This design comes from an exercise in tuning for small area on the open sky130 flow, not from production work.
Where RTL was checked, it was by simulation tests only, not by an equivalence proof against the original.
Only the layout flow was run in run 1; the RTL was not checked for function there.
In every run shown here, the design's own scripts or RTL, not TritonCTS, make the clock network.
The flow treats the clock pin as an ideal source. Dropping or thinning the clock tree relies on that and would not hold on a real chip.
Power is estimated from default activity; no workload was simulated.

### flow/design.v
module debounce (
	input wire clk, rst, btn,
	output wire db_tick
);
localparam [11:0] P = 12'hAAA;
reg level;        
reg waiting;      
reg [11:0] v;     
wire [11:0] q = v ^ P;
wire change = (~btn) ^ level;
wire last = waiting & (q == 12'h800);
always @(posedge clk) begin
	level <= rst & (level ^ (change & last));
	waiting <= rst & change & ~last;
	v <= ({q[10:0], ~(q[11] ^ q[10] ^ q[9] ^ q[3])} & {12{waiting}}) ^ P;
end
assign db_tick = change & last & ~level;
endmodule
module Tausworthe (
	input wire clk_in,
	input wire reset_in,
	input wire step,
	output wire [7:0] key
);
localparam [31:0] SEED0 = 32'h00FFFFFF, SEED1 = 32'h00CCCCCC, SEED2 = 32'h00FF00FF;
localparam [31:0] POL0 = 32'hFEFFEFFE, POL1 = 32'hCCCCCCC8, POL2 = 32'h00FF0070;
reg [31:1] r0;
reg [31:3] r1;
reg [31:4] r2;
wire [31:1] s0 = r0 ^ POL0[31:1];
wire [31:3] s1 = r1 ^ POL1[31:3];
wire [31:4] s2 = r2 ^ POL2[31:4];
wire [12:1] x0;
wire [6:3]  x1;
wire [20:4] x2;
genvar i;
generate
	for (i = 1; i <= 12; i = i + 1) begin : g0
		assign x0[i] = s0[i+6] ^ s0[i+19];
	end
	for (i = 3; i <= 6; i = i + 1) begin : g1
		assign x1[i] = s1[i+23] ^ s1[i+25];
	end
	for (i = 4; i <= 20; i = i + 1) begin : g2
		assign x2[i] = s2[i+8] ^ s2[i+11];
	end
endgenerate
wire [31:1] n0 = {s0[19:1], x0} ^ POL0[31:1];
wire [31:3] n1 = {s1[27:3], x1} ^ POL1[31:3];
wire [31:4] n2 = {s2[14:4], x2} ^ POL2[31:4];
wire st = step & reset_in;
wire hd = ~step & reset_in;
wire rs = ~reset_in;
always @(posedge clk_in) begin
	r0 <= (n0 & {31{st}}) | (r0 & {31{hd}}) | ((SEED0[31:1] ^ POL0[31:1]) & {31{rs}});
	r1 <= (n1 & {29{st}}) | (r1 & {29{hd}}) | ((SEED1[31:3] ^ POL1[31:3]) & {29{rs}});
	r2 <= (n2 & {28{st}}) | (r2 & {28{hd}}) | ((SEED2[31:4] ^ POL2[31:4]) & {28{rs}});
end
wire [31:0] w0 = {s0, x0[12]};
wire [31:0] w1 = {s1, x1[6:4]};
wire [31:0] w2 = {s2, x2[20:17]};
wire [7:0] y = w0[7:0] ^ w1[7:0] ^ w2[7:0];
function [7:0] lfsr7(input [7:0] b);
	integer k;
	begin
		lfsr7 = b;
		for (k = 0; k < 7; k = k + 1)
			lfsr7 = {lfsr7[6:0], lfsr7[7] ^ lfsr7[6] ^ lfsr7[2]};
	end
endfunction
assign key = lfsr7(y);
endmodule
module scrambler (
	input wire clk, rst, press,
	input wire [7:0] data_in,
	output wire step,
	output wire hold,
	output wire send_to_uart,
	output wire [7:0] data_in_reg
);
reg [3:0] c;
wire rest = (c == 4'd1);
always @(posedge clk or negedge rst) begin
	if(!rst)
		c <= 4'd1;
	else if(!rest)
		c <= c + 4'd1;
	else if(press)
		c <= 4'd6;
end
assign hold = c[3];
assign step = (c == 4'd15);
assign send_to_uart = (c == 4'd0);
reg [7:0] data_in_hold;
assign data_in_reg = hold ? data_in_hold : data_in;
always @(posedge clk)
	data_in_hold <= data_in_reg;
endmodule
module Crypto_Module (
	input wire clk, rst, press,
	input wire [7:0] plain_text,
	output wire [7:0] cipher_text,
	output wire [7:0] plain_text_reg,
	output wire send_to_uart
);
	wire step, hold;
	wire [7:0] key;
	scrambler scram(
		.clk(clk),
		.rst(rst),
		.press(press),
		.data_in(plain_text),
		.step(step),
		.hold(hold),
		.send_to_uart(send_to_uart),
		.data_in_reg(plain_text_reg)
	);
	Tausworthe taus(
		.clk_in(clk),
		.reset_in(rst),
		.step(step),
		.key(key)
	);
	reg valid;
	always @(posedge clk or negedge rst)
		if(!rst) valid <= 1'b0;
		else if(step) valid <= 1'b1;
	assign cipher_text = plain_text ^ (key & {8{valid}});
endmodule
module uart_tx (
	input wire clk, reset, tx_start, s_tick,
	input wire [7:0] din,
	output wire tx
);
	reg [9:0] sr;
	reg [3:0] s;
	reg tx_reg;
	wire idle = ~|sr;
	wire bit_end = s_tick & (&s);
	wire ld = idle & tx_start & reset;
	wire sh = bit_end & reset;
	wire hd = ~(idle & tx_start) & ~bit_end & reset;
	always @(posedge clk, negedge reset)
		if(!reset)
			tx_reg <= 1'b1;
		else
			tx_reg <= sr[0] | idle;
	always @(posedge clk) begin
		s <= idle ? 4'd0 : s + {3'd0, s_tick};
		sr <= ({1'b1, din, 1'b0} & {10{ld}}) | ({1'b0, sr[9:1]} & {10{sh}}) | (sr & {10{hd}});
	end
	assign tx = tx_reg;
endmodule
module mux #(parameter N = 8)(
	input wire select,
	input wire [N-1:0] in_1, in_2,
	output wire [N-1:0] out
);
	assign out = (select ? in_2 : in_1);
endmodule
module mod_m_counter (
	input wire clk, rst,
	output wire max_tick
);
	localparam [8:0] P = 9'b010101010, A = 9'b011001001;
	reg [8:0] v;
	wire [8:0] r = v ^ P;
	assign max_tick = ~r[8] & r[6] & ~r[4] & ~r[3] & r[2] & ~r[1] & ~r[0];
	wire [8:0] r_next = {r[7:0], r[8] ^ r[4] ^ max_tick};
	always @(posedge clk)
		v <= (rst ? r_next : A) ^ P;
endmodule
module CRYPTO_PROCESSOR #(parameter DBITS = 8)(
	input wire clk, rst, en, select,
	input wire [DBITS-1:0] plain_text,
	output wire [DBITS-1:0] led_out,
	output wire tx
);
	wire press;                  
	wire [7:0] cipher_text, plain_text_reg;
	wire send_to_uart, s_tick;
	debounce btn_debounce(
		.clk(clk),
		.rst(rst),
		.btn(en),
		.db_tick(press)
	);
	Crypto_Module crypto_mod(
		.clk(clk),
		.rst(rst),
		.press(press),
		.plain_text(plain_text),
		.send_to_uart(send_to_uart),
		.cipher_text(cipher_text),
		.plain_text_reg(plain_text_reg)
	);
	uart_tx uart_tx_mod(
		.clk(clk),
		.reset(rst),
		.tx_start(send_to_uart),
		.s_tick(s_tick),
		.din(cipher_text),
		.tx(tx)
	);
	mux #(.N(DBITS)) mux1 (
		.select(select),
		.in_1(cipher_text),
		.in_2(plain_text_reg),
		.out(led_out)
	);
	mod_m_counter counter(
		.clk(clk),
		.rst(rst),
		.max_tick(s_tick)
	);
endmodule
### flow/flow/run.sh
#!/bin/bash
# The standard layout (standard.sh) with these changes:
#  - synthesis maps logic with an area-oriented ABC script
#    (flow/abc_area.script, used through a copy of the ORFS scripts folder);
#    registers are mapped before ABC runs, so they are the standard
#    synthesis's registers;
#  - the clock tree is built by flow/manual_cts.tcl instead of TritonCTS:
#    the clock port drives one root buffer, which drives MCTS_N leaf buffers,
#    each at the centre of a balanced k-means cluster of flip-flops;
#  - ports are buffered with sky130_fd_sc_hd__buf_1.
# Each tool's output goes to the ORFS logs; standard.sh's to standard.log.
set -euo pipefail
HERE=$(pwd)
rm -rf "$HERE/scripts_local"
cp -r "$FLOW_HOME/scripts" "$HERE/scripts_local"
cp "$HERE/flow/abc_area.script" "$HERE/scripts_local/abc_area.script"
python3 - "$HERE" <<'PY'
import sys
here = sys.argv[1]
p = here + "/scripts_local/cts.tcl"
s = open(p).read()
old = "log_cmd clock_tree_synthesis {*}$cts_args"
assert old in s
s = s.replace(old, "source " + here + "/flow/manual_cts.tcl\n"
              "mcts_build 8 sky130_fd_sc_hd__clkbuf_8 sky130_fd_sc_hd__clkbuf_4\n"
              "set_propagated_clock [all_clocks]")
open(p, "w").write(s)
PY
export SCRIPTS_DIR="$HERE/scripts_local"
export BUFFER_PORTS_ARGS="-buffer_cell sky130_fd_sc_hd__buf_1"
bash standard.sh > standard.log 2>&1
### flow/flow/abc_area.script
strash
dc2
&get -n
&dch -f
&nf -R 1000
&put
topo
dnsize -c
### flow/flow/manual_cts.tcl
# Manual clock tree: the clock port drives NBUF leaf buffers (a balanced
# one-level tree), each placed at the centre of a k-means cluster of the
# flip-flops it drives.
proc mcts_build {nbuf bufcell {rootcell ""}} {
  set block [ord::get_db_block]
  set db [ord::get_db]
  set clk_net [$block findNet clk]
  set sinks {}
  foreach it [$clk_net getITerms] {
    if {[$it isInputSignal]} { lappend sinks $it }
  }
  set n [llength $sinks]
  set xs {}; set ys {}
  foreach it $sinks {
    set loc [[$it getInst] getLocation]
    lappend xs [lindex $loc 0]; lappend ys [lindex $loc 1]
  }
  # initial centres: spread along sorted x then y
  set cx {}; set cy {}
  set idx [lsort -integer -indices $xs]
  for {set k 0} {$k < $nbuf} {incr k} {
    set i [lindex $idx [expr {int(($k + 0.5) * $n / $nbuf)}]]
    lappend cx [lindex $xs $i]; lappend cy [lindex $ys $i]
  }
  # balanced k-means: assign by distance with a capacity limit
  set cap [expr {int(ceil(double($n) / $nbuf))}]
  for {set iter 0} {$iter < 30} {incr iter} {
    set pairs {}
    for {set i 0} {$i < $n} {incr i} {
      for {set k 0} {$k < $nbuf} {incr k} {
        set d [expr {abs([lindex $xs $i]-[lindex $cx $k]) + abs([lindex $ys $i]-[lindex $cy $k])}]
        lappend pairs [list $d $i $k]
      }
    }
    set pairs [lsort -integer -index 0 $pairs]
    set assign [lrepeat $n -1]
    set cnt [lrepeat $nbuf 0]
    foreach p $pairs {
      lassign $p d i k
      if {[lindex $assign $i] >= 0} continue
      if {[lindex $cnt $k] >= $cap} continue
      lset assign $i $k
      lset cnt $k [expr {[lindex $cnt $k] + 1}]
    }
    set sx [lrepeat $nbuf 0]; set sy [lrepeat $nbuf 0]
    for {set i 0} {$i < $n} {incr i} {
      set k [lindex $assign $i]
      lset sx $k [expr {[lindex $sx $k] + [lindex $xs $i]}]
      lset sy $k [expr {[lindex $sy $k] + [lindex $ys $i]}]
    }
    for {set k 0} {$k < $nbuf} {incr k} {
      set c [lindex $cnt $k]
      if {$c > 0} {
        lset cx $k [expr {[lindex $sx $k] / $c}]
        lset cy $k [expr {[lindex $sy $k] / $c}]
      }
    }
  }
  set master [$db findMaster $bufcell]
  set drv_net $clk_net
  if {$rootcell ne ""} {
    set rinst [odb::dbInst_create $block [$db findMaster $rootcell] "mcts_root"]
    set rnet [odb::dbNet_create $block "mcts_clk_root"]
    $rnet setSigType CLOCK
    [$rinst findITerm A] connect $clk_net
    [$rinst findITerm X] connect $rnet
    set mx 0; set my 0
    for {set k 0} {$k < $nbuf} {incr k} { set mx [expr {$mx + [lindex $cx $k]}]; set my [expr {$my + [lindex $cy $k]}] }
    $rinst setLocation [expr {int($mx / $nbuf)}] [expr {int($my / $nbuf)}]
    $rinst setPlacementStatus PLACED
    set drv_net $rnet
  }
  for {set k 0} {$k < $nbuf} {incr k} {
    set inst [odb::dbInst_create $block $master "mcts_buf_$k"]
    set net [odb::dbNet_create $block "mcts_clk_$k"]
    $net setSigType CLOCK
    [$inst findITerm A] connect $drv_net
    [$inst findITerm X] connect $net
    $inst setLocation [expr {int([lindex $cx $k])}] [expr {int([lindex $cy $k])}]
    $inst setPlacementStatus PLACED
    set b($k) $net
  }
  for {set i 0} {$i < $n} {incr i} {
    set it [lindex $sinks $i]
    $it disconnect
    $it connect $b([lindex $assign $i])
  }
  puts "mcts: $n sinks, $nbuf x $bufcell, cluster sizes $cnt"
}
### flow/standard.sh
#!/bin/bash
# synth_recipe.tcl (not shown) runs the flow's synth.tcl, then flattens the netlist and writes it again
# the make line also repeats each setting of config.mk as NAME=value (left out here)
make -C /OpenROAD-flow-scripts/flow DESIGN_CONFIG=/design/flow/config.mk WORK_HOME=/design/flow/orfs CLKGATE_MAP_FILE= SYNTH_SCRIPT=/design/flow/synth_recipe.tcl "${@:-finish}"
### flow/config.mk
export PLATFORM = sky130hd
export DESIGN_NAME = CRYPTO_PROCESSOR
export DESIGN_NICKNAME = CRYPTO_PROCESSOR
export VERILOG_FILES = /design/flow/design.v
export SDC_FILE = /design/flow/constraint.sdc
export NUM_CORES = 4
export LEC_CHECK = 0
export ABC_AREA = 1
export CAP_MARGIN = 0
export CORE_MARGIN = 2
export CORE_UTILIZATION = 70
export SLEW_MARGIN = 0
### flow/constraint.sdc
create_clock -name core_clock -period 4.0 [get_ports {clk}]
set_input_delay 0.8000 -clock core_clock [delete_from_list [all_inputs] [get_ports {clk}]]
set_output_delay 0.8000 -clock core_clock [all_outputs]
set_load 0.01 [all_outputs]
==> summary.txt, run 1 <==
Finish
  – Sequential cell area: between 2000 and 3000 um^2
  – Filler cells: 498
  – Register bank with the most flops: crypto_mod.taus.r0
  – Area grow syn2layout: 7.17%
  – Multi-input combinational cell area: roughly 2200 um^2
  – Max reg flops: 31
  – Share of final-layout standard cells stronger than drive strength 1: between 3 and 4%
  – Registers with the most flip-flops: crypto_mod.taus.r0 x31, crypto_mod.taus.r1 x29, crypto_mod.taus.r2 x28
  – Final net count: around 520
  – Diode insertion count for antenna repair: 0

Placed design
  – Port Buf Inserts: 20
  – GPL Wtd Cong: between 0.8 and 0.9
  – HPWL Detailed: 5.78 mm

Route
  – Count of antenna-violating nets left after detailed routing: 0
  – Via/cell ratio: ~5.5
  – Number of vias after detailed routing: ~3300
  – Detailed-route wire length: 8.45 mm
  – Number of search-and-repair iterations in the first detailed-routing pass: 4
  – WL per Instance: 14.2 um
  – Number of remaining DRC errors: 0
  – DR iter-0 viols: about 150

Critical path
  – Worst endpoint required time: roughly 3200 ps
  – Crit end category: output port
  – Minimum setup slack among reg-to-reg paths: 1750 ps
  – Terminus of the critical flop-to-flop path: crypto_mod.taus.r2[31]$_DFF_P_
  – Reg-to-reg startpoint: crypto_mod.scram.c[0]$_DFFE_PN1P_
  – Number of cells on the worst reg-to-reg path: 5
  – Critical path startpoint category: register
  – Kind of critical path: reg2out
  – Cell with the largest stage delay on the worst path: dfxtp_1
  – Critical path, cell by cell: xnor2_1 -> xnor2_1 -> xor2_1 -> xnor2_1 -> xnor2_1 -> xnor2_1 -> nand2_1 -> xor2_1 -> o21ai_0 -> buf_1
  – Dominant delay contributor by cell family on the critical path: XOR/XNOR gates
  – Arr. time, crit path: between 2000 and 3000 ps
  – Buffers plus inverters on the worst setup path: 1
  – Crit-path most repeated cell: xnor2_1
  – CP Max Fanout: 3
  – Delay of the slowest critical-path stage: about 350 ps

Power
  – Total power draw: 2050 uW
  – Relative contribution of the clock network to total power: 27.8%
  – Design internal power: around 1600 uW
  – Share of total power in combinational logic: under 10%
  – Worst voltage drop across the vdd grid: approximately 0.31 mV
  – Lkg Pwr: between 0.002 and 0.0025 uW
  – Register share of total power: between 60% and 70%
  – Power density normalized to cell area: between 300 and 400 nW/um^2
  – Switching share of power: between 20% and 30%
  – Switching power total: between 400 and 500 uW

Synthesis
  – Post-synth top flop: dfxtp_1
  – Top-area cell type share of the netlist area: between 50% and 60%
  – Most frequently used cell type in the post-synthesis netlist: dfxtp_1
  – Count of different cell masters after synthesis: 26
  – FF+latch count, synth: ~140
  – Combined area of all synthesized cells: between 5000 and 6000 um^2
  – Number of flops mapped to enable cells by yosys: 0
  – Sequential fraction of the synthesis area: between 50 and 60%
  – Number of warnings issued by yosys: 6
  – Cell taking the most area after synthesis: dfxtp_1
  – Share of flip-flops with an asynchronous set or reset after synthesis: about 4.3%
  – Most used standard cells in the synthesized netlist: dfxtp_1, nand2_1, o21ai_0
  – Mean Syn Cell Area: between 10 and 15 um^2
  – Number of instances in the synthesized netlist: about 460
  – Number of nets in the synthesized netlist: ~480
  – Top cells by area, synth: dfxtp_1, a22o_1, xnor2_1, xor2_1, o21ai_0

CTS
  – Clock latency on the worst-skew pair: ~470 ps
  – Hold-fix buffers, CTS: 0
  – PostCTS Resize Cnt: 0
  – Clock edge transition at the registers on the reported setup and hold paths: 100 ps
  – Post-CTS repair timing setup buffer count: 0

Run status
  – Result of the run: complete, no violations

Global route
  – Global-route wire length before repair: between 10 and 15 mm
  – Maximum number of pins on one net before global-route repair: 53
  – Global router's overall resource usage: 22.0%
  – Number of antenna violations at the first check in global routing: 0
  – Via count of the first global-routing pass: 3025
  – Residual overflow from global routing: 0

Floorplanning
  – X dimension of the die: around 89 um
  – Row count: 30
  – Starting density of the core: between 70% and 80%
  – Die height: 88.6 um
  – Number of top-level pins: 21
  – Die Footprint: approximately 7800 um^2
  – Core Area: ~7000 um^2

STA
  – Tmin final: 3480 ps
  – Clock skew after layout: ~8.5 ps
  – Max Fclk: 0.287 GHz
  – Setup Total Neg Slack: 0 ps
  – Tightest Pin Transition: about 1100 ps
  – Part of the cycle the worst path needs: between 80 and 90%
  – Setup repair after global routing missed its margin: no
  – Worst slew slack as a fraction of its limit: between 20% and 30%
  – Number of slew-limit violations in the final report: 0
  – Final setup violation count: 0
  – Final count of hold timing violations: 0

Hold path
  – Classification of the worst-slack hold path: in2async

Flow run
  – Number of violations of the max-capacitance limit: 0
==> how the worst max path moves through the flow <==
stage | cells after the start | slack [ps] | startpoint | to
2_1_floorplan | 2 | 980 | rst | crypto_mod.taus.r0[13]$_DFF_P_
3_5_place_dp | 10 | 1000 | crypto_mod.taus.r1[29]$_DFF_P_ | led_out[0]
6_report | 10 | 520 | crypto_mod.taus.r1[29]$_DFF_P_ | led_out[0]
4_1_cts | 10 | 450 | crypto_mod.taus.r1[29]$_DFF_P_ | led_out[0]
5_1_grt | 10 | 240 | crypto_mod.taus.r1[29]$_DFF_P_ | led_out[0]
3_3_place_gp | 5 | 1090 | rst | uart_tx_mod.sr[1]$_DFF_P_
==> cells in the final DEF (no fill, tap or decap), drive strengths merged <==
cell and n:
a21oi 5, a22o 46, a22oi 8, a311oi 1, and2 1, and3 1
buf 25, clkbuf 9, clkinv 7, dfrtp 4, dfstp 2, dfxtp 133
ha 7, mux2 9, nand2 62, nand2b 1, nand3 4, nand4 5
nor2 16, nor2b 8, nor3 2, nor4 3, nor4b 1, o21ai 47
o22a 12, or2 1, xnor2 42, xor2 36
==> power by group through the flow <==
stage	sequential (uW)	combinational, uW	clock (uW)
after floorplan	1440	43.1	0
after global placement	1440	70.1	0
after detailed placement	1440	71.5	0
after CTS	1410	71.6	594
after global routing	1410	80.6	635
final	1410	71.1	571
==> kinds of logic after synthesis <==
kind of cell | count (synthesis) | synth area share [%]
flip-flops | 139 | 56.2
buffers and inverters | 7 | 0.525
adder cells (fa/ha/maj) | 7 | 1.75
multiplexers | 9 | 2.02
AO/OA/AOI/OAI | 119 | 16.7
XOR/XNOR | 78 | 13.6
AND/OR/NAND/NOR | 105 | 9.12
==> routing by layer <==
| metal | share of wire, % | wire [um] | track usage, % |
|---|---|---|---|
| met5 | 0 | 0 | 0 |
| met4 | 1.9 | 163 | 4.27 |
| met3 | 2.6 | 222 | 2.15 |
| met2 | 47 | 3950 | 37.3 |
| met1 | 49 | 4120 | 31.3 |
==> cell type report <==
cell class | instances | area share (%)
inverters | 7 | 0.490
flip-flops and latches | 139 | 52.5
multi-input cells | 318 | 40.5
well taps | 96 | 2.24
repair buffers | 25 | 2.10
plain buffers | 9 | 2.19
==> through the flow <==
step           utilization (%)  hold WS (ps)  cells  instance area, um^2  setup WS (ps)
6_report                  78.1           280    594                 5370            515
3_3_place_gp              76.4           354    585                 5250           1090
4_1_cts                   78.1           246    594                 5370            453
2_1_floorplan                -           350    464                 5010            977
5_1_grt                   78.1           279    594                 5370            237
3_5_place_dp              76.4           357    585                 5250            998
==> run 2, diff against run 1 <==
--- a/flow/design.v
+++ b/flow/design.v
@@ -80,16 +80,20 @@
 );
 reg [3:0] c;
-wire rest = (c == 4'd1);
-always @(posedge clk or negedge rst) begin
+reg f;
+always @* begin
+	case (c)
+		4'b0000: f = press;
+		4'b0010, 4'b0100, 4'b1001, 4'b0011, 4'b0110, 4'b1011: f = 1'b1;
+		default: f = 1'b0;
+	endcase
+end
+always @(posedge clk or negedge rst)
 	if(!rst)
-		c <= 4'd1;
-	else if(!rest)
-		c <= c + 4'd1;
-	else if(press)
-		c <= 4'd6;
-end
-assign hold = c[3];
-assign step = (c == 4'd15);
-assign send_to_uart = (c == 4'd0);
+		c <= 4'b0000;
+	else
+		c <= {c[2:0], f};
+assign hold = c[2] | (c[3] & c[1]) | (c[3] & c[0]) | (c[1] & c[0]);
+assign step = c[3] & c[2] & ~c[1];
+assign send_to_uart = c[3] & ~c[2] & ~c[1] & ~c[0];
 reg [7:0] data_in_hold;
 assign data_in_reg = hold ? data_in_hold : data_in;
--- a/flow/config.mk
+++ b/flow/config.mk
@@ -7,6 +7,6 @@
 export LEC_CHECK = 0
 export ABC_AREA = 1
-export CAP_MARGIN = 0
+export CAP_MARGIN = 20
 export CORE_MARGIN = 2
-export CORE_UTILIZATION = 70
-export SLEW_MARGIN = 0
+export CORE_UTILIZATION = 85
+export SLEW_MARGIN = 20
==> run 2 against run 1 <==
Still clean on timing, DRC and antenna. Via count grew 15%. Critical path depth is the same. Hold slack lost 35 ps. Global-route usage grew 14 points. Cell area shrank 1.9%. Power grew 0.47%. Combinational power shrank 8.0%. Critical endpoint unchanged. Largest power group unchanged.
==> summary.txt, run 2 <==
Run status
  – Result of the run: complete, no violations

Finish
  – Share of final-layout standard cells stronger than drive strength 1: 3.28% (-0.34 points)
  – Area grow syn2layout: 6.35%
  – Max reg flops: 31 (unchanged)
  – Final net count: 506 (-2.5%)
  – Most frequent standard cell in the layout excluding fill and tap cells: dfxtp_1
  – Most frequent cells in the layout: dfxtp_1, nand2_1, o21ai_0
  – Register bank with the most flops: crypto_mod.taus.r0
  – Filler cells: 162 (-67%)
  – Multi-input combinational cell area: 2130 um^2 (-2.1%)
  – Registers with the most flip-flops: crypto_mod.taus.r0 x31, crypto_mod.taus.r1 x29, crypto_mod.taus.r2 x28
  – Diode insertion count for antenna repair: 0 (unchanged)
  – Sequential cell area: 2810 um^2 (about the same)
  – Final design instance area without fill: 5260 um^2 (-1.9%)

STA
  – Worst Hold Margin: 245 ps (-34.9 ps)
  – Tightest Pin Transition: 1110 ps (+48.6 ps)
  – Worst slew slack as a fraction of its limit: 25.9% (-3.2 points)
  – Setup repair after global routing missed its margin: no
  – Number of slew-limit violations in the final report: 0 (unchanged)
  – Setup Total Neg Slack: 0 ps (unchanged)
  – Final count of hold timing violations: 0 (unchanged)
  – Tmin final: 3910 ps (+422 ps)
  – Max Fclk: 0.256 GHz (-11%)
  – Part of the cycle the worst path needs: 97.7% (+11 points)
  – Final setup violation count: 0 (unchanged)
  – Clock skew after layout: 29.6 ps (+21.1 ps)

Synthesis
  – Number of instances in the synthesized netlist: 457 (-1.5%)
  – Share of flip-flops with an asynchronous set or reset after synthesis: 4.32% (unchanged)
  – Mean Syn Cell Area: 10.8 um^2 (+0.34%)
  – Number of nets in the synthesized netlist: 473 (-2.1%)
  – Most frequently used cell type in the post-synthesis netlist: dfxtp_1
  – Top-area cell type share of the netlist area: 53.8% (+0.63 points)
  – Number of warnings issued by yosys: 6 (unchanged)
  – Count of different cell masters after synthesis: 33 (+27%)
  – Sequential fraction of the synthesis area: 56.9% (+0.64 points)
  – FF+latch count, synth: 139 (unchanged)
  – Cell taking the most area after synthesis: dfxtp_1
  – Post-synth top flop: dfxtp_1
  – Number of flops mapped to enable cells by yosys: 0 (unchanged)
  – Top cells by area, synth: dfxtp_1, a22o_1, xnor2_1, xor2_1, o21ai_0
  – Combined area of all synthesized cells: 4950 um^2 (-1.2%)
  – Most used standard cells in the synthesized netlist: dfxtp_1, nand2_1, o21ai_0

Power
  – Worst voltage drop across the vdd grid: 0.423 mV (+36%)
  – Lkg Pwr: 0.00208 uW (-1.4%)
  – Power density normalized to cell area: 392 nW/um^2 (+2.5%)
  – Total power draw: 2060 uW (+0.47%)

Route
  – Detail Route met3 WL: 821 um (+270%)
  – Highest routing layer actually used: met4
  – DR iter-0 viols: 411 (+170%)
  – Count of antenna-violating nets left after detailed routing: 0 (unchanged)
  – Number of remaining DRC errors: 0 (unchanged)
  – WL per Instance: 22.6 um (+59%)
  – Number of vias after detailed routing: 3779 (+15%)
  – Routed length on met2: 6.43 mm (+63%)
  – Via/cell ratio: 6.75 (+22%)
  – Metal-1 WL: 4.77 mm (+16%)
  – Number of search-and-repair iterations in the first detailed-routing pass: 5 (+1)
  – Detailed-route wire length: 12.7 mm (+50%)

Critical path
  – Worst endpoint required time: 3200 ps (about the same)
  – Crit end category: output port
  – Kind of critical path: reg2out
  – Arr. time, crit path: 3110 ps (+430 ps)
  – Number of cells on the worst reg-to-reg path: 6 (+1)
  – CP Max Fanout: 3 (unchanged)
  – Critical path startpoint category: register

Global route
  – Global-route wire length before repair: 18.0 mm (+27%)
  – Global router's overall resource usage: 35.8% (+14 points)
  – Maximum number of pins on one net before global-route repair: 76 (+43%)
  – Via count of the first global-routing pass: 3732 (+23%)
  – Residual overflow from global routing: 0 (unchanged)
  – Number of antenna violations at the first check in global routing: 0 (unchanged)

CTS
  – Post-CTS repair timing setup buffer count: 0 (unchanged)
  – Clock latency on the worst-skew pair: 480 ps (about the same)
  – Clock edge transition at the registers on the reported setup and hold paths: 110 ps (about the same)

Floorplanning
  – X dimension of the die: 80.3 um (-9.3%)
  – Core Area: 5570 um^2 (-19%)
  – Number of top-level pins: 21 (unchanged)
  – Row count: 27 (-10%)
  – Die height: 80.3 um (-9.3%)
  – Starting density of the core: 88.8% (+16 points)
  – Die Footprint: 6450 um^2 (-18%)

Flow run
  – Number of violations of the max-capacitance limit: 0 (unchanged)

Placed design
  – GPL Wtd Cong: 0.814 (-0.48%)
  – Port Buf Inserts: 20 (unchanged)
  – HPWL Detailed: 7.32 mm (+27%)
  – Instance area at placement: 5140 um^2 (-2.1%)

Hold path
  – Classification of the worst-slack hold path: in2async
run 2: final timing paths:
| path | startpoint | to | slack (ps) |
|---|---|---|---|
| max | crypto_mod.taus.r1[6]$_DFF_P_ | led_out[0] | 90 |
| min | rst | crypto_mod.scram.c[0]$_DFF_PN0_ | 250 |
| max reg2reg | uart_tx_mod.sr[7]$_DFF_P_ | uart_tx_mod.sr[8]$_DFF_P_ | 1540 |
| min reg2reg | counter.v[5]$_DFF_P_ | counter.v[6]$_SDFF_PN1_ | 390 |
| max in group asynchronous | rst | uart_tx_mod.tx_reg$_DFF_PN1_ | 3540 |
| min in group core_clock | counter.v[5]$_DFF_P_ | counter.v[6]$_SDFF_PN1_ | 390 |
run 2: power by group:
part           switching [uW]  internal (uW)  leakage, uW
sequential               8.54           1400      0.00115
clock                     399            191    0.0000621
combinational            47.2           18.2     0.000861
run 2: layout make-up:
type	count	share of cell area, %
well taps	72	1.71
inverters	6	0.428
flip-flops and latches	139	53.5
plain buffers	9	2.23
repair buffers	22	1.71
multi-input cells	312	40.4
run 2: metrics by stage:
stage | util [%] | std cells | setup slack [ps]
after floorplan | - | 457 | 977
after global placement | 92.2 | 551 | 991
after detailed placement | 92.2 | 551 | 767
after CTS | 94.3 | 560 | 219
after global routing | 94.4 | 560 | 25.4
final | 94.4 | 560 | 92.8
run 2: cell families after synthesis:
| family | synth area share, % |
|---|---|
| AOI/OAI and AO/OA | 17.0 |
| xor gates and xnor gates | 13.3 |
| muxes | 1.82 |
| DFF | 56.9 |
| and+or+nand+nor | 9.38 |
| buffers and inverters | 0.455 |
| adders and majority gates | 1.21 |
run 2: worst max-delay path, stage by stage, from the launching register on:
cell	delay, ps
dfxtp_1	370
xor2_1	190
xnor2_1	390
xnor2_1	210
xnor2_1	170
xnor2_1	310
o21ai_0	150
a21o_1	200
xor2_1	170
o21ai_0	230
buf_1	230
run 2: what timing repair did:
| action | CTS | global route |
|---|---|---|
| resized for setup | 0 | 1 |
| setup endpoints to repair | 0 | 1 |
| hold buffers | 0 | 0 |
run 2: metal layers:
metal	GRT usage, %	vias to the layer above
met3	4.16	65
met5	0	-
met4	15.3	0
li1	-	1662
met1	42.9	1823
met2	64.7	229
==> run 3, diff against run 2 <==
--- a/flow/config.mk
+++ b/flow/config.mk
@@ -9,4 +9,5 @@
 export CAP_MARGIN = 20
 export CORE_MARGIN = 2
-export CORE_UTILIZATION = 85
+export CORE_UTILIZATION = 70
+export CTS_BUF_LIST = sky130_fd_sc_hd__clkbuf_8
 export SLEW_MARGIN = 20
==> run 3 against run 2 <==
Critical path type unchanged. Clock power is 2% lower. Combinational power is 8.6% lower. Via count is 12% lower. Global-route usage is 13 points lower. Worst setup slack better by 250 ps. Core utilization is 17 points lower. First-iteration DRC count is 76% lower. Cell count is 4.8% higher. Register-to-register slack better by 200 ps. Critical endpoint unchanged.
==> summary.txt, run 3 <==
Finish
  – Area grow syn2layout: 7.26%
  – Filler cells: 480 (+200%)
  – Registers with the most flip-flops: crypto_mod.taus.r0 x31, crypto_mod.taus.r1 x29, crypto_mod.taus.r2 x28
  – Register bank with the most flops: crypto_mod.taus.r0
  – Most frequent cells in the layout: dfxtp_1, nand2_1, o21ai_0
  – Share of final-layout standard cells stronger than drive strength 1: 3.46% (+0.18 points)
  – Max reg flops: 31 (unchanged)
  – Final net count: 509 (+0.59%)
  – Diode insertion count for antenna repair: 0 (unchanged)
  – Most frequent standard cell in the layout excluding fill and tap cells: dfxtp_1

CTS
  – Post-CTS repair timing setup buffer count: 0 (unchanged)
  – Hold-fix buffers, CTS: 0 (unchanged)
  – PostCTS Resize Cnt: 0 (unchanged)
  – Clock edge transition at the registers on the reported setup and hold paths: 100 ps (about the same)
  – Clock latency on the worst-skew pair: 480 ps (about the same)

Critical path
  – Reg-to-reg startpoint: crypto_mod.taus.r1[29]$_DFF_P_
  – Number of cells on the worst reg-to-reg path: 9 (+3)
  – Kind of critical path: reg2out
  – Crit end category: output port
  – Worst endpoint required time: 3200 ps (about the same)
  – Arr. time, crit path: 2860 ps (-250 ps)
  – Crit path launch: crypto_mod.taus.r1[29]$_DFF_P_
  – Critical path startpoint category: register
  – CP Max Fanout: 3 (unchanged)

Synthesis
  – FF+latch count, synth: 139 (unchanged)
  – Count of different cell masters after synthesis: 33 (unchanged)
  – Number of instances in the synthesized netlist: 457 (unchanged)
  – Top-area cell type share of the netlist area: 53.8% (unchanged)
  – Post-synth top flop: dfxtp_1
  – Cell taking the most area after synthesis: dfxtp_1
  – Sequential fraction of the synthesis area: 56.9% (unchanged)
  – Post-Synth Simple-Gate Area: 9.38% (unchanged)
  – Number of warnings issued by yosys: 6 (unchanged)
  – Number of flops mapped to enable cells by yosys: 0 (unchanged)
  – Arithmetic-cell share of the synthesized area counting full adders, half adders and majority gates: 1.21% (unchanged)
  – Post-synthesis compound-gate area fraction: 17.0% (unchanged)
  – Most used standard cells in the synthesized netlist: dfxtp_1, nand2_1, o21ai_0
  – Combined area of all synthesized cells: 4950 um^2 (unchanged)
  – Number of nets in the synthesized netlist: 473 (unchanged)
  – Share of flip-flops with an asynchronous set or reset after synthesis: 4.32% (unchanged)
  – Most frequently used cell type in the post-synthesis netlist: dfxtp_1
  – Mux share of post-synthesis cell area: 1.82% (unchanged)
  – Main combinational cell family by area after synthesis: compound AO/OA/AOI/OAI gates
  – Xor-xnor portion of the synthesized cell area: 13.3% (unchanged)
  – Top cells by area, synth: dfxtp_1, a22o_1, xnor2_1, xor2_1, o21ai_0
  – Mean Syn Cell Area: 10.8 um^2 (unchanged)

Power
  – Share of total power in combinational logic: 2.9% (-0.3 points)
  – Lkg Pwr: 0.00209 uW (+0.70%)
  – Total power draw: 2040 uW (-0.85%)
  – Relative contribution of the clock network to total power: 28.4% (-0.2 points)
  – Switching share of power: 21.4% (-0.67 points)
  – Design internal power: 1610 uW (about the same)
  – Register share of total power: 68.7% (+0.5 points)
  – Power density normalized to cell area: 385 nW/um^2 (-1.7%)
  – Worst voltage drop across the vdd grid: 0.321 mV (-24%)
  – Switching power total: 437 uW (-3.9%)

Floorplanning
  – Starting density of the core: 72.4% (-16 points)
  – Die Footprint: 7760 um^2 (+20%)
  – Row count: 30 (+11%)
  – X dimension of the die: 88.1 um (+9.7%)
  – Number of top-level pins: 21 (unchanged)
  – Core Area: 6830 um^2 (+23%)
  – Die height: 88.1 um (+9.7%)

Global route
  – Via count of the first global-routing pass: 3271 (-12%)
  – Residual overflow from global routing: 0 (unchanged)
  – Maximum number of pins on one net before global-route repair: 37 (-51%)
  – Global router's overall resource usage: 22.3% (-13 points)
  – Number of antenna violations at the first check in global routing: 0 (unchanged)
  – Global-route wire length before repair: 14.3 mm (-21%)

STA
  – Final count of hold timing violations: 0 (unchanged)
  – Setup Total Neg Slack: 0 ps (unchanged)
  – Part of the cycle the worst path needs: 91.4% (-6.2 points)
  – Number of slew-limit violations in the final report: 0 (unchanged)
  – Setup repair after global routing missed its margin: no
  – Tmin final: 3660 ps (-250 ps)
  – Tightest Pin Transition: 811 ps (-298 ps)
  – Worst-case setup margin in the final layout: 343 ps (+250 ps)
  – Worst slew slack as a fraction of its limit: 45.9% (+20 points)
  – Clock skew after layout: 11.9 ps (-17.6 ps)
  – Max Fclk: 0.273 GHz (+6.8%)
  – Final setup violation count: 0 (unchanged)
  – Worst Hold Margin: 223 ps (-21.6 ps)

Placed design
  – GPL Wtd Cong: 0.750 (-7.9%)
  – Pre-CTS setup slack: 836 ps (+69.2 ps)
  – Port Buf Inserts: 20 (unchanged)
  – HPWL Detailed: 6.01 mm (-18%)

Route
  – Count of antenna-violating nets left after detailed routing: 0 (unchanged)
  – Number of remaining DRC errors: 0 (unchanged)
  – DR iter-0 viols: 99 (-76%)
  – Via/cell ratio: 5.68 (-16%)
  – Number of vias after detailed routing: 3332 (-12%)
  – Number of search-and-repair iterations in the first detailed-routing pass: 4 (-1)
  – WL per Instance: 14.7 um (-35%)
  – Detailed-route wire length: 8.62 mm (-32%)

Run status
  – Result of the run: complete, no violations

Flow run
  – Number of violations of the max-capacitance limit: 0 (unchanged)

Hold path
  – Classification of the worst-slack hold path: in2async
==> run 3: cell count changes in the layout (fill, tap and decap cells not counted) <==
cell,delta
xor2_2,-1
or2_1,+1
xor2_1,+1
or2_2,-1
buf_4,+3
==> run 3: power by group through the flow <==
stage | clock network (uW) | registers, uW | logic, uW
finish | 579 | 1400 | 59.8
global route | 630 | 1410 | 67.5
CTS | 589 | 1400 | 60.0
detailed placement | 0 | 1440 | 59.9
global placement | 0 | 1430 | 57.7
floorplan | 0 | 1430 | 33.8
==> run 3: routing by layer <==
| layer | wire length [um] | GRT usage [%] | up-vias |
|---|---|---|---|
| met1 | 4020 | 29.3 | 1605 |
| li1 | - | - | 1673 |
| met4 | 215 | 5.23 | 0 |
| met5 | 0 | 0 | - |
| met3 | 200 | 1.79 | 21 |
| met2 | 4180 | 40.3 | 33 |
==> run 3: kinds of logic (layout without fill, tap and decap cells) <==
group                    count (synthesis)  count (layout)
AO/OA/AOI/OAI                          120             120
XOR/XNOR                                75              75
adder cells (fa/ha/maj)                  5               5
buffers and inverters                    6              40
flip-flops                             139             139
multiplexers                             8               8
AND/OR/NAND/NOR                        104             104
==> run 3: worst max-delay path, stage by stage (launching register included) <==
cell	delay [ps]
dfxtp_1	400
xor2_1	270
xnor2_1	170
xor2_1	320
xnor2_1	180
xnor2_1	250
o21ai_0	120
a21o_1	170
xor2_1	150
o21ai_0	170
buf_1	180
==> run 3: through the flow <==
step           cells  area, um^2  util, %
4_1_cts          587        5310     77.7
2_1_floorplan    457        4950        -
6_report         587        5310     77.7
3_3_place_gp     578        5190     76.0
5_1_grt          587        5310     77.7
3_5_place_dp     578        5190     76.0
==> run 3: path summary, 6_finish.rpt <==
| check | end | slack [ps] |
|---|---|---|
| setup / recovery | led_out[0] | 340 |
| hold / removal | crypto_mod.scram.c[0]$_DFF_PN0_ | 220 |
| setup reg to reg | uart_tx_mod.sr[1]$_DFF_P_ | 1740 |
| hold reg to reg | counter.v[6]$_SDFF_PN1_ | 380 |
| max in group asynchronous | uart_tx_mod.tx_reg$_DFF_PN1_ | 3550 |
| min in group core_clock | counter.v[6]$_SDFF_PN1_ | 380 |
==> run 3: area by class of cell <==
class	instances	area [um^2]	area share, %
well taps	96	120	2.26
multi-input cells	312	2120	40.0
repair buffers	25	113	2.12
flip-flops and latches	139	2810	53.0
inverters	6	22.5	0.424
plain buffers	9	118	2.22
==> run 4, diff against run 3 <==
--- a/flow/flow/run.sh
+++ b/flow/flow/run.sh
@@ -6,5 +6,5 @@
 #    synthesis's registers;
 #  - the clock tree is built by flow/manual_cts.tcl instead of TritonCTS:
-#    the clock port drives one root buffer, which drives MCTS_N leaf buffers,
+#    the clock port drives one root inverter, which drives 8 leaf inverters (two inversions, so the flip-flops see the clock as it is),
 #    each at the centre of a balanced k-means cluster of flip-flops;
 #  - ports are buffered with sky130_fd_sc_hd__buf_1.
@@ -23,5 +23,5 @@
 assert old in s
 s = s.replace(old, "source " + here + "/flow/manual_cts.tcl\n"
-              "mcts_build 8 sky130_fd_sc_hd__clkbuf_8 sky130_fd_sc_hd__clkbuf_4\n"
+              "mcts_build 8 sky130_fd_sc_hd__inv_6 sky130_fd_sc_hd__inv_4\n"
               "set_propagated_clock [all_clocks]")
 open(p, "w").write(s)
--- a/flow/flow/manual_cts.tcl
+++ b/flow/flow/manual_cts.tcl
@@ -1,2 +1,7 @@
+proc mcts_out {inst} {
+  set it [$inst findITerm X]
+  if {$it eq "NULL" || $it eq ""} { set it [$inst findITerm Y] }
+  return $it
+}
 # Manual clock tree: the clock port drives NBUF leaf buffers (a balanced
 # one-level tree), each placed at the centre of a k-means cluster of the
@@ -64,5 +69,5 @@
     $rnet setSigType CLOCK
     [$rinst findITerm A] connect $clk_net
-    [$rinst findITerm X] connect $rnet
+    [mcts_out $rinst] connect $rnet
     set mx 0; set my 0
     for {set k 0} {$k < $nbuf} {incr k} { set mx [expr {$mx + [lindex $cx $k]}]; set my [expr {$my + [lindex $cy $k]}] }
@@ -76,5 +81,5 @@
     $net setSigType CLOCK
     [$inst findITerm A] connect $drv_net
-    [$inst findITerm X] connect $net
+    [mcts_out $inst] connect $net
     $inst setLocation [expr {int([lindex $cx $k])}] [expr {int([lindex $cy $k])}]
     $inst setPlacementStatus PLACED
--- a/flow/config.mk
+++ b/flow/config.mk
@@ -9,5 +9,4 @@
 export CAP_MARGIN = 20
 export CORE_MARGIN = 2
-export CORE_UTILIZATION = 70
-export CTS_BUF_LIST = sky130_fd_sc_hd__clkbuf_8
+export CORE_UTILIZATION = 80
 export SLEW_MARGIN = 20
==> run 4 against run 3 <==
Cell area decreased by 1.2%. First-iteration DRC count increased to 2.5 times the previous value. Critical path depth stayed put. Die area shrank 12%. Synthesized area is the same. Flip-flop and latch count unchanged. Power down 3.8%. Routed wire length rose by 6.6%. Worst setup slack improved by 87 ps. Core utilization grew 10 points.
==> summary.txt, run 4 <==
Floorplanning
  – Die height: 82.7 um (-6.2%)
  – Core Area: 5960 um^2 (-13%)
  – Starting density of the core: 83.1% (+11 points)
  – Row count: 28 (-6.7%)
  – Number of top-level pins: 21 (unchanged)
  – Die Footprint: 6830 um^2 (-12%)
  – X dimension of the die: 82.7 um (-6.2%)

Route
  – Detail Route met3 WL: 160 um (-20%)
  – Number of remaining DRC errors: 0 (unchanged)
  – Routed length on met2: 4.70 mm (+12%)
  – Via/cell ratio: 5.96 (+4.9%)
  – Number of search-and-repair iterations in the first detailed-routing pass: 4 (unchanged)
  – Detailed-route wire length: 9.19 mm (+6.6%)
  – Highest routing layer actually used: met4
  – WL per Instance: 16.2 um (+11%)
  – Count of antenna-violating nets left after detailed routing: 0 (unchanged)
  – Number of vias after detailed routing: 3371 (+1.2%)
  – DR iter-0 viols: 252 (+150%)
  – Metal-1 WL: 4.08 mm (+1.4%)

Placed design
  – GPL Wtd Cong: 0.832 (+11%)
  – Port Buf Inserts: 20 (unchanged)
  – HPWL Detailed: 6.50 mm (+8.2%)

STA
  – Worst slew slack as a fraction of its limit: 46.0% (about the same)
  – Setup Total Neg Slack: 0 ps (unchanged)
  – Setup repair after global routing missed its margin: no
  – Tightest Pin Transition: 807 ps (-4.40 ps)
  – Clock skew after layout: 10.0 ps (-1.94 ps)
  – Part of the cycle the worst path needs: 89.3% (-2.2 points)
  – Final setup violation count: 0 (unchanged)
  – Number of slew-limit violations in the final report: 0 (unchanged)
  – Tmin final: 3570 ps (-86.7 ps)
  – Max Fclk: 0.280 GHz (+2.4%)
  – Final count of hold timing violations: 0 (unchanged)

Finish
  – Area grow syn2layout: 5.92%
  – Utilization after layout: 88.0% (+10 points)
  – Registers with the most flip-flops: crypto_mod.taus.r0 x31, crypto_mod.taus.r1 x29, crypto_mod.taus.r2 x28
  – Most frequent cells in the layout: dfxtp_1, nand2_1, o21ai_0
  – Register bank with the most flops: crypto_mod.taus.r0
  – Share of final-layout standard cells stronger than drive strength 1: 3.46% (unchanged)
  – Max reg flops: 31 (unchanged)
  – Diode insertion count for antenna repair: 0 (unchanged)
  – Multi-input combinational cell area: 2120 um^2 (about the same)
  – Most frequent standard cell in the layout excluding fill and tap cells: dfxtp_1
  – Final net count: 509 (unchanged)
  – Filler cells: 316 (-34%)
  – Sequential cell area: 2810 um^2 (unchanged)

Critical path
  – Cell with the largest stage delay on the worst path: dfxtp_1
  – Worst endpoint required time: 3200 ps (about the same)
  – Buffers plus inverters on the worst setup path: 1 (unchanged)
  – Critical path startpoint category: register
  – CP Max Fanout: 3 (unchanged)
  – Critical path, cell by cell: xor2_1 -> xnor2_1 -> xor2_1 -> xnor2_1 -> xnor2_1 -> o21ai_0 -> a21o_1 -> xor2_1 -> o21ai_0 -> buf_1
  – Crit end category: output port
  – Delay of the slowest critical-path stage: 410 ps (about the same)
  – Kind of critical path: reg2out
  – Arr. time, crit path: 2770 ps (-90 ps)
  – Dominant delay contributor by cell family on the critical path: XOR/XNOR gates

CTS
  – Hold-fix buffers, CTS: 0 (unchanged)
  – Clock edge transition at the registers on the reported setup and hold paths: 120 ps (+20 ps)
  – Clock latency on the worst-skew pair: 290 ps (-190 ps)
  – PostCTS Resize Cnt: 0 (unchanged)
  – Post-CTS repair timing setup buffer count: 0 (unchanged)

Global route
  – Residual overflow from global routing: 0 (unchanged)
  – Global-route wire length before repair: 15.0 mm (+4.7%)
  – Via count of the first global-routing pass: 3274 (+0.092%)
  – Number of antenna violations at the first check in global routing: 0 (unchanged)
  – Maximum number of pins on one net before global-route repair: 64 (+73%)
  – Global router's overall resource usage: 27.8% (+5.4 points)

Synthesis
  – Number of instances in the synthesized netlist: 457 (unchanged)
  – Main combinational cell family by area after synthesis: compound AO/OA/AOI/OAI gates
  – Number of warnings issued by yosys: 6 (unchanged)
  – Share of flip-flops with an asynchronous set or reset after synthesis: 4.32% (unchanged)
  – Number of flops mapped to enable cells by yosys: 0 (unchanged)
  – FF+latch count, synth: 139 (unchanged)
  – Sequential fraction of the synthesis area: 56.9% (unchanged)
  – Top cells by area, synth: dfxtp_1, a22o_1, xnor2_1, xor2_1, o21ai_0
  – Top-area cell type share of the netlist area: 53.8% (unchanged)
  – Most used standard cells in the synthesized netlist: dfxtp_1, nand2_1, o21ai_0
  – Post-synthesis compound-gate area fraction: 17.0% (unchanged)
  – Combined area of all synthesized cells: 4950 um^2 (unchanged)
  – Count of different cell masters after synthesis: 33 (unchanged)
  – Mean Syn Cell Area: 10.8 um^2 (unchanged)
  – Post-synth top flop: dfxtp_1
  – Xor-xnor portion of the synthesized cell area: 13.3% (unchanged)
  – Number of nets in the synthesized netlist: 473 (unchanged)
  – Post-Synth Simple-Gate Area: 9.38% (unchanged)
  – Arithmetic-cell share of the synthesized area counting full adders, half adders and majority gates: 1.21% (unchanged)
  – Cell taking the most area after synthesis: dfxtp_1
  – Mux share of post-synthesis cell area: 1.82% (unchanged)
  – Most frequently used cell type in the post-synthesis netlist: dfxtp_1

Flow run
  – Number of violations of the max-capacitance limit: 0 (unchanged)

Power
  – Switching power total: 493 uW (+13%)
  – Worst voltage drop across the vdd grid: 0.384 mV (+20%)
  – Power density normalized to cell area: 375 nW/um^2 (-2.6%)
  – Switching share of power: 25.1% (+3.7 points)
  – Relative contribution of the clock network to total power: 25.4% (-3.0 points)
  – Lkg Pwr: 0.00207 uW (-0.94%)
  – Share of total power in combinational logic: 3.1% (+0.2 points)
  – Design internal power: 1470 uW (-8.3%)
  – Register share of total power: 71.5% (+2.8 points)

Run status
  – Result of the run: complete, no violations

Hold path
  – Classification of the worst-slack hold path: reg2reg
-- run 4: cell counts after synthesis --
Identical to the previous run, type by type.
-- run 4: final timing paths --
check                                                     from                               to  slack (ps)  cells after the start
worst max-delay path            crypto_mod.taus.r1[29]$_DFF_P_                       led_out[0]         430                     10
worst min-delay path                      counter.v[7]$_DFF_P_          counter.v[8]$_SDFF_PN0_         390                      1
worst max register to register  crypto_mod.taus.r1[29]$_DFF_P_        uart_tx_mod.sr[1]$_DFF_P_        1590                      9
worst min register to register            counter.v[7]$_DFF_P_          counter.v[8]$_SDFF_PN0_         390                      1
max in group asynchronous                                  rst     uart_tx_mod.tx_reg$_DFF_PN1_        3360                      2
min in group asynchronous                                  rst  crypto_mod.scram.c[3]$_DFF_PN0_         420                      2
-- run 4: power groups by stage --
stage / Sequential [uW] / Clock [uW] / Combinational, uW
final: 1410 / 500 / 60.0
after global routing: 1410 / 547 / 67.0
after CTS: 1410 / 503 / 59.6
after detailed placement: 1440 / 0 / 59.3
after global placement: 1430 / 0 / 57.0
after floorplan: 1430 / 0 / 33.8
-- run 4: cell type report --
type | instances | share of cell area, %
tap | 75 | 1.79
timing repair buffer | 25 | 2.15
multi-input combinational | 312 | 40.5
inverter | 15 | 1.89
sequential | 139 | 53.7
-- run 4: logic make-up (layout without fill, tap and decap cells) --
kind of cell / after synthesis / after routing
buffers and inverters: 6 / 40
AO/OA/AOI/OAI: 120 / 120
adder cells (fa/ha/maj): 5 / 5
flip-flops: 139 / 139
AND/OR/NAND/NOR: 104 / 104
multiplexers: 8 / 8
XOR/XNOR: 75 / 75
-- run 4: per-layer routing --
layer,GRT usage [%],up-vias
met5,0,-
met4,7.54,0
met3,1.96,16
met2,51.0,40
met1,35.3,1636
li1,-,1679
-- run 4: through the flow --
stage	setup WS [ps]	std cells	area [um^2]	total power, uW	hold slack (ps)
final	429	566	5240	1970	386
after global routing	250	566	5240	2020	396
after CTS	470	566	5240	1970	386
after detailed placement	818	557	5160	1490	362
after global placement	976	557	5160	1490	356
after floorplan	977	457	4950	1470	350
==> run 5, diff against run 4 <==
--- a/flow/config.mk
+++ b/flow/config.mk
@@ -9,4 +9,5 @@
 export CAP_MARGIN = 20
 export CORE_MARGIN = 2
-export CORE_UTILIZATION = 80
+export CORE_UTILIZATION = 70
+export CTS_BUF_LIST = sky130_fd_sc_hd__clkbuf_8
 export SLEW_MARGIN = 20
==> run 5 against run 4 <==
Hold slack worse by 1.7 ps. Sequential share of layout area decreased by 0.26 points. Critical path depth is the same. Via count fell by 2.1%. Synthesized cell count unchanged. Maximum frequency up 2.4%. Clock skew rose by 6.4 ps. First-iteration DRC count decreased by 57%. Global-route usage shrank 5.5 points. Core utilization is 11 points lower. Register-to-register slack better by 130 ps. Combinational power barely moved. Critical path type unchanged. Largest power group unchanged. Highest routed layer unchanged.
==> summary.txt, run 5 <==
Floorplanning
  – X dimension of the die: 88.1 um (+6.6%)
  – Core Area: 6830 um^2 (+15%)
  – Number of top-level pins: 21 (unchanged)
  – Starting density of the core: 72.4% (-11 points)
  – Die height: 88.1 um (+6.6%)
  – Row count: 30 (+7.1%)
  – Die Footprint: 7760 um^2 (+14%)

Power
  – Switching share of power: 25.3% (+0.18 points)
  – Share of total power in combinational logic: 3.1% (about the same)
  – Power density normalized to cell area: 374 nW/um^2 (-0.25%)
  – Total power draw: 1970 uW (+0.23%)
  – Relative contribution of the clock network to total power: 25.6% (+0.2 points)
  – Worst voltage drop across the vdd grid: 0.294 mV (-23%)
  – Register share of total power: 71.4% (about the same)
  – Design internal power: 1470 uW (about the same)
  – Lkg Pwr: 0.00207 uW (about the same)
  – Switching power total: 498 uW (+0.96%)

Run status
  – Result of the run: complete, no violations

Synthesis
  – Top cells by area, synth: dfxtp_1, a22o_1, xnor2_1, xor2_1, o21ai_0
  – Number of instances in the synthesized netlist: 457 (unchanged)
  – Post-synth top flop: dfxtp_1
  – FF+latch count, synth: 139 (unchanged)
  – Cell taking the most area after synthesis: dfxtp_1
  – Top-area cell type share of the netlist area: 53.8% (unchanged)
  – Mean Syn Cell Area: 10.8 um^2 (unchanged)
  – Most frequently used cell type in the post-synthesis netlist: dfxtp_1
  – Number of flops mapped to enable cells by yosys: 0 (unchanged)
  – Share of flip-flops with an asynchronous set or reset after synthesis: 4.32% (unchanged)
  – Count of different cell masters after synthesis: 33 (unchanged)
  – Number of nets in the synthesized netlist: 473 (unchanged)
  – Number of warnings issued by yosys: 6 (unchanged)
  – Combined area of all synthesized cells: 4950 um^2 (unchanged)
  – Sequential fraction of the synthesis area: 56.9% (unchanged)
  – Most used standard cells in the synthesized netlist: dfxtp_1, nand2_1, o21ai_0

CTS
  – Clock edge transition at the registers on the reported setup and hold paths: 120 ps (about the same)
  – Clock latency on the worst-skew pair: 290 ps (about the same)
  – PostCTS Resize Cnt: 0 (unchanged)
  – Hold-fix buffers, CTS: 0 (unchanged)
  – Post-CTS repair timing setup buffer count: 0 (unchanged)

Critical path
  – Arr. time, crit path: 2690 ps (-80 ps)
  – CP Max Fanout: 3 (unchanged)
  – Number of cells on the worst reg-to-reg path: 9 (unchanged)
  – Crit end category: output port
  – Critical path, cell by cell: xor2_1 -> xnor2_1 -> xor2_1 -> xnor2_1 -> xnor2_1 -> o21ai_0 -> a21o_1 -> xor2_1 -> o21ai_0 -> buf_1
  – Critical path startpoint category: register
  – Kind of critical path: reg2out
  – Terminus of the critical flop-to-flop path: uart_tx_mod.sr[1]$_DFF_P_
  – Minimum setup slack among reg-to-reg paths: 1720 ps (+130 ps)
  – Crit path launch: crypto_mod.taus.r1[29]$_DFF_P_
  – Delay of the slowest critical-path stage: 410 ps (about the same)
  – Cell with the largest stage delay on the worst path: dfxtp_1
  – End of the critical path: led_out[0]
  – Reg-to-reg startpoint: crypto_mod.taus.r1[29]$_DFF_P_
  – Worst endpoint required time: 3200 ps (about the same)

Global route
  – Met2 track utilization from global routing: 41.0% (-10 points)
  – Global router's overall resource usage: 22.3% (-5.5 points)
  – Maximum number of pins on one net before global-route repair: 37 (-42%)
  – Met1 global-route usage: 28.9% (-6.4 points)
  – Via count of the first global-routing pass: 3251 (-0.70%)
  – Global-route wire length before repair: 14.3 mm (-4.7%)
  – M3 GR Usage: 2.64% (+0.68 points)
  – Number of antenna violations at the first check in global routing: 0 (unchanged)
  – Most Crowded Layer GR: met2
  – Residual overflow from global routing: 0 (unchanged)

STA
  – Number of slew-limit violations in the final report: 0 (unchanged)
  – Clock skew after layout: 16.4 ps (+6.42 ps)
  – Worst slew slack as a fraction of its limit: 45.9% (-0.072 points)
  – Setup Total Neg Slack: 0 ps (unchanged)
  – Tightest Pin Transition: 812 ps (+4.84 ps)
  – Max Fclk: 0.287 GHz (+2.4%)
  – Setup repair after global routing missed its margin: no
  – Part of the cycle the worst path needs: 87.2% (-2.1 points)
  – Tmin final: 3490 ps (-83.3 ps)
  – Final count of hold timing violations: 0 (unchanged)
  – Final setup violation count: 0 (unchanged)
  – Worst-case setup margin in the final layout: 513 ps (+83.3 ps)

Route
  – WL per Instance: 14.7 um (-9.6%)
  – Number of vias after detailed routing: 3301 (-2.1%)
  – DR iter-0 viols: 108 (-57%)
  – Count of antenna-violating nets left after detailed routing: 0 (unchanged)
  – Number of search-and-repair iterations in the first detailed-routing pass: 5 (+1)
  – Number of remaining DRC errors: 0 (unchanged)
  – Via/cell ratio: 5.62 (-5.6%)
  – Detailed-route wire length: 8.62 mm (-6.3%)

Finish
  – Max reg flops: 31 (unchanged)
  – Area grow syn2layout: 6.42%
  – Most frequent standard cell in the layout excluding fill and tap cells: dfxtp_1
  – Filler cells: 485 (+53%)
  – Utilization after layout: 77.1% (-11 points)
  – Final design instance area without fill: 5270 um^2 (+0.48%)
  – Most frequent cells in the layout: dfxtp_1, nand2_1, o21ai_0
  – Final net count: 509 (unchanged)
  – Diode insertion count for antenna repair: 0 (unchanged)
  – Share of final-layout standard cells stronger than drive strength 1: 3.46% (unchanged)
  – Registers with the most flip-flops: crypto_mod.taus.r0 x31, crypto_mod.taus.r1 x29, crypto_mod.taus.r2 x28
  – Register bank with the most flops: crypto_mod.taus.r0

Placed design
  – Port Buf Inserts: 20 (unchanged)
  – Instance area at placement: 5190 um^2 (+0.51%)
  – Pre-CTS setup slack: 836 ps (+18.1 ps)
  – HPWL Detailed: 6.01 mm (-7.5%)
  – GPL Wtd Cong: 0.750 (-9.8%)

Flow run
  – Number of violations of the max-capacitance limit: 0 (unchanged)

Hold path
  – Hold path cells: 1 (unchanged)
  – Classification of the worst-slack hold path: reg2reg
==> run 5: power groups by stage <==
stage	Combinational, uW	Clock, uW	Sequential [uW]
detailed placement	59.9	0	1440
CTS	60.0	510	1410
global placement	57.7	0	1430
global route	67.5	561	1410
floorplan	33.8	0	1430
finish	60.1	504	1410
==> run 5: cells by family (layout without fill, tap and decap cells) <==
logic type / Yosys count / after routing / share of synthesized area, %
flops: 139 / 139 / 56.9
compound gates: 120 / 120 / 17.0
simple gates: 104 / 104 / 9.38
xor+xnor: 75 / 75 / 13.3
mux: 8 / 8 / 1.82
buf+inv: 6 / 40 / 0.455
fa+ha+maj: 5 / 5 / 1.21
==> run 5: critical path, delay by kind of cell, from the launching register on <==
| kind | cells | cell delay [ps] |
|---|---|---|
| AO/OA/AOI/OAI | 3 | 470 |
| XOR/XNOR | 6 | 1340 |
| buffers and inverters | 1 | 180 |
| flip-flops | 1 | 410 |
==> run 5: metrics by stage <==
stage | cells | hold WS (ps)
2_1_floorplan | 457 | 350
3_3_place_gp | 578 | 355
3_5_place_dp | 578 | 355
4_1_cts | 587 | 389
5_1_grt | 587 | 396
6_report | 587 | 384
==> run 5: worst min path at each step <==
| stage | startpoint | to | slack [ps] |
|---|---|---|---|
| after global placement | counter.v[5]$_DFF_P_ | counter.v[6]$_SDFF_PN1_ | 360 |
| after detailed placement | counter.v[5]$_DFF_P_ | counter.v[6]$_SDFF_PN1_ | 360 |
| after global routing | rst | crypto_mod.scram.c[1]$_DFF_PN0_ | 400 |
| after floorplan | counter.v[5]$_DFF_P_ | counter.v[6]$_SDFF_PN1_ | 350 |
| final | counter.v[5]$_DFF_P_ | counter.v[6]$_SDFF_PN1_ | 380 |
| after CTS | counter.v[5]$_DFF_P_ | counter.v[6]$_SDFF_PN1_ | 390 |
==> run 5: cell type report <==
type / count / area, um^2 / share of cell area, %
repair buffers: 25 / 113 / 2.14
multi-input cells: 312 / 2120 / 40.3
flip-flops and latches: 139 / 2810 / 53.4
well taps: 96 / 120 / 2.28
inverters: 15 / 98.8 / 1.88
==> run 5: layer usage <==
metal	vias to the layer above	wire (um)
li1	1672	-
met1	1577	3980
met2	42	4240
met3	10	276
met4	0	117
met5	-	0

afterwards: timing with drivers on the ports:
How much do the figures lean on ideal ports? The routed layouts below were timed once more, with nothing changed but the port constraints.
Step 1 (the two cells are an assumption about what drives the block):
set clk [get_ports {clk}]
set_driving_cell -lib_cell sky130_fd_sc_hd__clkbuf_16 $clk
set_driving_cell -lib_cell sky130_fd_sc_hd__buf_2 [delete_from_list [all_inputs] $clk]
Step 2 adds t to the input delays and takes it off the output delays; t is the mean of the earliest and latest rising clock arrival at the registers after step 1. Input paths then give back, and output paths get back, about the clock's delay inside the block.
Three values: ideal ports, drivers, drivers and shift; two values: the first two.
| run | shift t [ns] | setup WS [ns] | worst hold slack (ns) | worst setup path after step 2 | worst slew at a driven data input, ns |
|---|---|---|---|---|---|
| run 1 | 0.491 | 0.515 / 0.487 / 0.979 | 0.280 / 0.277 / 0.377 | register to output | 0.03 |
| run 2 | 0.493 | 0.093 / 0.065 / 0.558 | 0.245 / 0.239 / 0.387 | register to output | 0.05 |
| run 3 | 0.499 | 0.343 / 0.316 / 0.815 | 0.223 / 0.220 / 0.380 | register to output | 0.04 |
| run 4 | 0.318 | 0.429 / 0.397 / 0.715 | 0.386 / 0.386 / 0.386 | register to output | 0.04 |
| run 5 | 0.319 | 0.513 / 0.479 / 0.798 | 0.384 / 0.384 / 0.384 | register to output | 0.04 |
After both steps setup and hold are still met in every run listed.
